Context: an optimization exercise on an open-source flow, tuned for small area, a short achievable clock period and few clock cycles. The choices shown serve that exercise and are no tape-out recipe. Function was checked by simulation only, so behaviour that the tests miss may differ from the original.

== rev 12 ==
// SOBEL
module  SOBEL(clk,reset,busy,ready,iaddr,idata,cdata_rd,cdata_wr,caddr_rd,caddr_wr,cwr,crd,csel	);
For scale: ~730 cells after synthesis, about 81 I/O pins.
==> module SOBEL, before the edit <==
module  SOBEL(clk,reset,busy,ready,iaddr,idata,cdata_rd,cdata_wr,caddr_rd,caddr_wr,cwr,crd,csel	);
input				clk;
input				reset;
output	reg 		busy;
input				ready;
output 	reg [16:0]		iaddr;
input  	[7:0]		idata;
input	[7:0]		cdata_rd;
output	[7:0]		cdata_wr;
output 	[15:0]		caddr_rd;
output 	reg [15:0]	caddr_wr;
output	reg         cwr;
output              crd;
output 	reg [1:0]	csel;
assign caddr_rd = 16'd0;
assign crd = 1'b0;
wire rmid = csel == 2'd3;
wire rbot = csel == 2'd1;
wire top  = csel == 2'd3;
reg ptop;        
reg pbot;        
reg vnext;       
reg started;     
reg  rowend;     
wire done   = top & cwr & (&caddr_wr);
reg [8:0]  idr;   
reg [9:0]  N;     
reg [9:0]  S1;    
reg [9:0]  S2;    
reg [8:0]  K;     
reg [8:0]  D1;    
reg [10:0] G2;    
reg [10:0] cw;    
reg [10:0] ybuf;  
wire [8:0]  d0  = ~K;                                    
wire [9:0]  nsum = (ptop ? 10'd0 : N) + {1'b0, idr};
wire [8:0]  ksum = K + idr;
wire [10:0] gx   = {1'b0, S2} - {1'b0, N};               
wire [10:0] gy   = G2 + {{2{d0[8]}}, d0};
wire [10:0] g2n  = {{2{D1[8]}}, D1} + {d0[8], d0, 1'b0};
wire [7:0]  yc   = ybuf[10] ? 8'd0 : (|ybuf[9:8]) ? 8'hff : ybuf[7:0];
wire [9:0]  csum = {1'b0, cdata_wr, 1'b1} + {1'b0, yc, 1'b1};   
assign cdata_wr = cw[10] ? 8'd0 : (|cw[9:8]) ? 8'hff : cw[7:0];
always @(posedge clk) begin
    idr <= rmid ? {idata, 1'b0} : {1'b0, idata};
    N <= nsum;
    if (ptop) begin
        S1 <= N;
        S2 <= S1;
        D1 <= d0;
        G2 <= g2n;
        K  <= ~idr;
    end else if (pbot) begin
        K  <= ksum;
    end
    cw   <= ptop ? gx : {3'd0, yc};
    ybuf <= ptop ? gy : {3'd0, csum[9:2]};
end
always @(posedge clk or posedge reset) begin
    if (reset) begin
        busy     <= 1'b0;
        csel     <= 2'd0;
        ptop     <= 1'b0;
        pbot     <= 1'b0;
        iaddr    <= 17'd0;
        caddr_wr <= 16'd0;
        cwr      <= 1'b0;
        vnext    <= 1'b0;
        started  <= 1'b0;
        rowend   <= 1'b0;
    end else if (busy) begin
        csel  <= done ? 2'd0 : {~csel[1] | ~csel[0], csel[1]};
        ptop  <= csel == 2'd2;
        pbot  <= csel == 2'd1;
        iaddr <= rbot ? iaddr + 17'h1FDFD + {16'd0, rowend} : iaddr + 17'd258;
        if (top) begin
            cwr      <= vnext & ~done;
            vnext    <= ~rowend & started;
            started  <= started | iaddr[0];
            if (cwr) caddr_wr <= caddr_wr + 16'd1;
            rowend   <= caddr_wr[7:0] == (cwr ? 8'd253 : 8'd254);
            if (done) busy <= 1'b0;
        end
    end else if (ready & ~started) begin
        busy <= 1'b1;
        csel <= 2'd2;
    end
end
endmodule
export LEC_CHECK = 0
export CAP_MARGIN = 20
export CORE_MARGIN = 2
export CORE_UTILIZATION = 40
export CTS_BUF_LIST = sky130_fd_sc_hd__clkbuf_8
export CTS_CLUSTER_SIZE = 30
export SETUP_SLACK_MARGIN = 2.4
export SLEW_MARGIN = 20
create_clock -name core_clock -period 5.0 [get_ports {clk}]
standard.sh (not shown) runs the stock make flow with config.mk's settings and CLKGATE_MAP_FILE= SYNTH_SCRIPT=/design/flow/synth_recipe.tcl, a recipe that flattens the netlist after the stock synthesis.
==> flow/flow/run.sh <==
#!/bin/bash
# The standard layout, with plain buffers (instead of delay cells) on the
# input and output ports. Each tool's output goes to its own log here.
set -euo pipefail
export BUFFER_PORTS_ARGS="-buffer_cell sky130_fd_sc_hd__buf_2"
bash standard.sh > standard.log 2>&1
Testbench counts of rev 12, summed over its fixed seeds: cycles 789,544.
The following lists how rev 13 was set up differently from rev 12:
==> flow/design.v <==
`timescale 1ns/10ps
module  SOBEL(clk,reset,busy,ready,iaddr,idata,cdata_rd,cdata_wr,caddr_rd,caddr_wr,cwr,crd,csel	);
input				clk;
input				reset;
output	reg 		busy;
input				ready;
output 	reg [16:0]		iaddr;
input  	[7:0]		idata;
input	[7:0]		cdata_rd;
output	reg [7:0]		cdata_wr;
output 	[15:0]		caddr_rd;
output 	reg [15:0]	caddr_wr;
output	reg         cwr;
output              crd;
output 	reg [1:0]	csel;
assign caddr_rd = 16'd0;
assign crd = 1'b0;
wire rmid = csel == 2'd3;
wire rbot = csel == 2'd1;
wire top  = csel == 2'd3;
reg ptop;        
reg pbot;        
reg vnext;       
reg started;     
wire rowend = caddr_wr[7:0] == 8'd254;    
wire done   = top & cwr & (&caddr_wr);
reg [8:0]  idr;   
reg [9:0]  N;     
reg [9:0]  S1;    
reg [9:0]  S2;    
reg [8:0]  K;     
reg [8:0]  D1;    
reg [10:0] G2;    
reg [7:0]  ybuf;
wire [8:0]  d0  = ~K;                                    
wire [9:0]  nsum = (ptop ? 10'd0 : N) + {1'b0, idr};
wire [8:0]  ksum = K + idr;
wire [10:0] gx   = {1'b0, S2} - {1'b0, N};               
wire [10:0] gy   = G2 + {{2{d0[8]}}, d0};
wire [10:0] g2n  = {{2{D1[8]}}, D1} + {d0[8], d0, 1'b0};
wire [8:0]  csum = {1'b0, cdata_wr} + {1'b0, ybuf} + 9'd1;
wire [7:0] xc = gx[10] ? 8'd0 : (|gx[9:8]) ? 8'hff : gx[7:0];
wire [7:0] yc = gy[10] ? 8'd0 : (|gy[9:8]) ? 8'hff : gy[7:0];
always @(posedge clk) begin
    idr <= rmid ? {idata, 1'b0} : {1'b0, idata};
    N <= nsum;
    if (ptop) begin
        S1 <= N;
        S2 <= S1;
        D1 <= d0;
        G2 <= g2n;
        K  <= ~idr;
    end else if (pbot) begin
        K  <= ksum;
    end
    cdata_wr <= ptop ? xc : ybuf;
    ybuf     <= ptop ? yc : csum[8:1];
end
always @(posedge clk or posedge reset) begin
    if (reset) begin
        busy     <= 1'b0;
        csel     <= 2'd0;
        ptop     <= 1'b0;
        pbot     <= 1'b0;
        iaddr    <= 17'd0;
        caddr_wr <= 16'd0;
        cwr      <= 1'b0;
        vnext    <= 1'b0;
        started  <= 1'b0;
    end else if (busy) begin
        csel  <= done ? 2'd0 : {~csel[1] | ~csel[0], csel[1]};
        ptop  <= csel == 2'd2;
        pbot  <= csel == 2'd1;
        iaddr <= rbot ? iaddr + 17'h1FDFD + {16'd0, rowend} : iaddr + 17'd258;
        if (top) begin
            cwr      <= vnext & ~done;
            vnext    <= ~rowend & started;
            started  <= started | iaddr[0];
            if (cwr) caddr_wr <= caddr_wr + 16'd1;
            if (done) busy <= 1'b0;
        end
    end else if (ready & ~started) begin
        busy <= 1'b1;
        csel <= 2'd2;
    end
end
endmodule
[summary]
- Rev 13 vs rev 12, number of placed cells counting well taps went down by 2.3%.
- Rev 13 did not stop at any stage, and its layout met the timing, design-rule and antenna checks.
- Rev 13 vs. rev 12: final period utilization shows an increase of 1.5 points; flip-flop and latch share of the layout cell area -2.5 points; sequential cell count of the final layout fell by 5.3%; violation count after the first detailed-routing iteration rose by 3.
- Time the worst path needs with I/O delays and setup in rev 13 vs rev 12: up 73 ps
- Fmax: rev 13 lower than rev 12
- Rev 13 vs rev 12 — total of plain and repair buffers excluding clock buffers climbed slightly
Testbench counts of rev 13, summed over its fixed seeds: cycles 789,544.

==> separate check: timing with driven ports <==
The flow's constraints put no driver on any port. The routed layouts listed below were extracted and timed again, unchanged, in two steps.
Step 1 assumes that a clkbuf_16 drives the clock port and a buf_2 every other input.
Step 2, shift: input delay + t, output delay - t, t = (earliest + latest rising clock arrival at the registers) / 2. This alone moves slack from input paths to output paths.
Slacks: ideal ports / drivers / drivers and shift; pairs: ideal ports / drivers.
run	shift t [ns]	setup slack, ns	worst hold slack (ns)
rev 12	0.483	2.532 / 2.502 / 2.532	0.424 / 0.424 / 0.424
rev 13	0.476	2.459 / 2.459 / 2.459	0.424 / 0.424 / 0.424
After both steps every run listed still meets setup and hold.
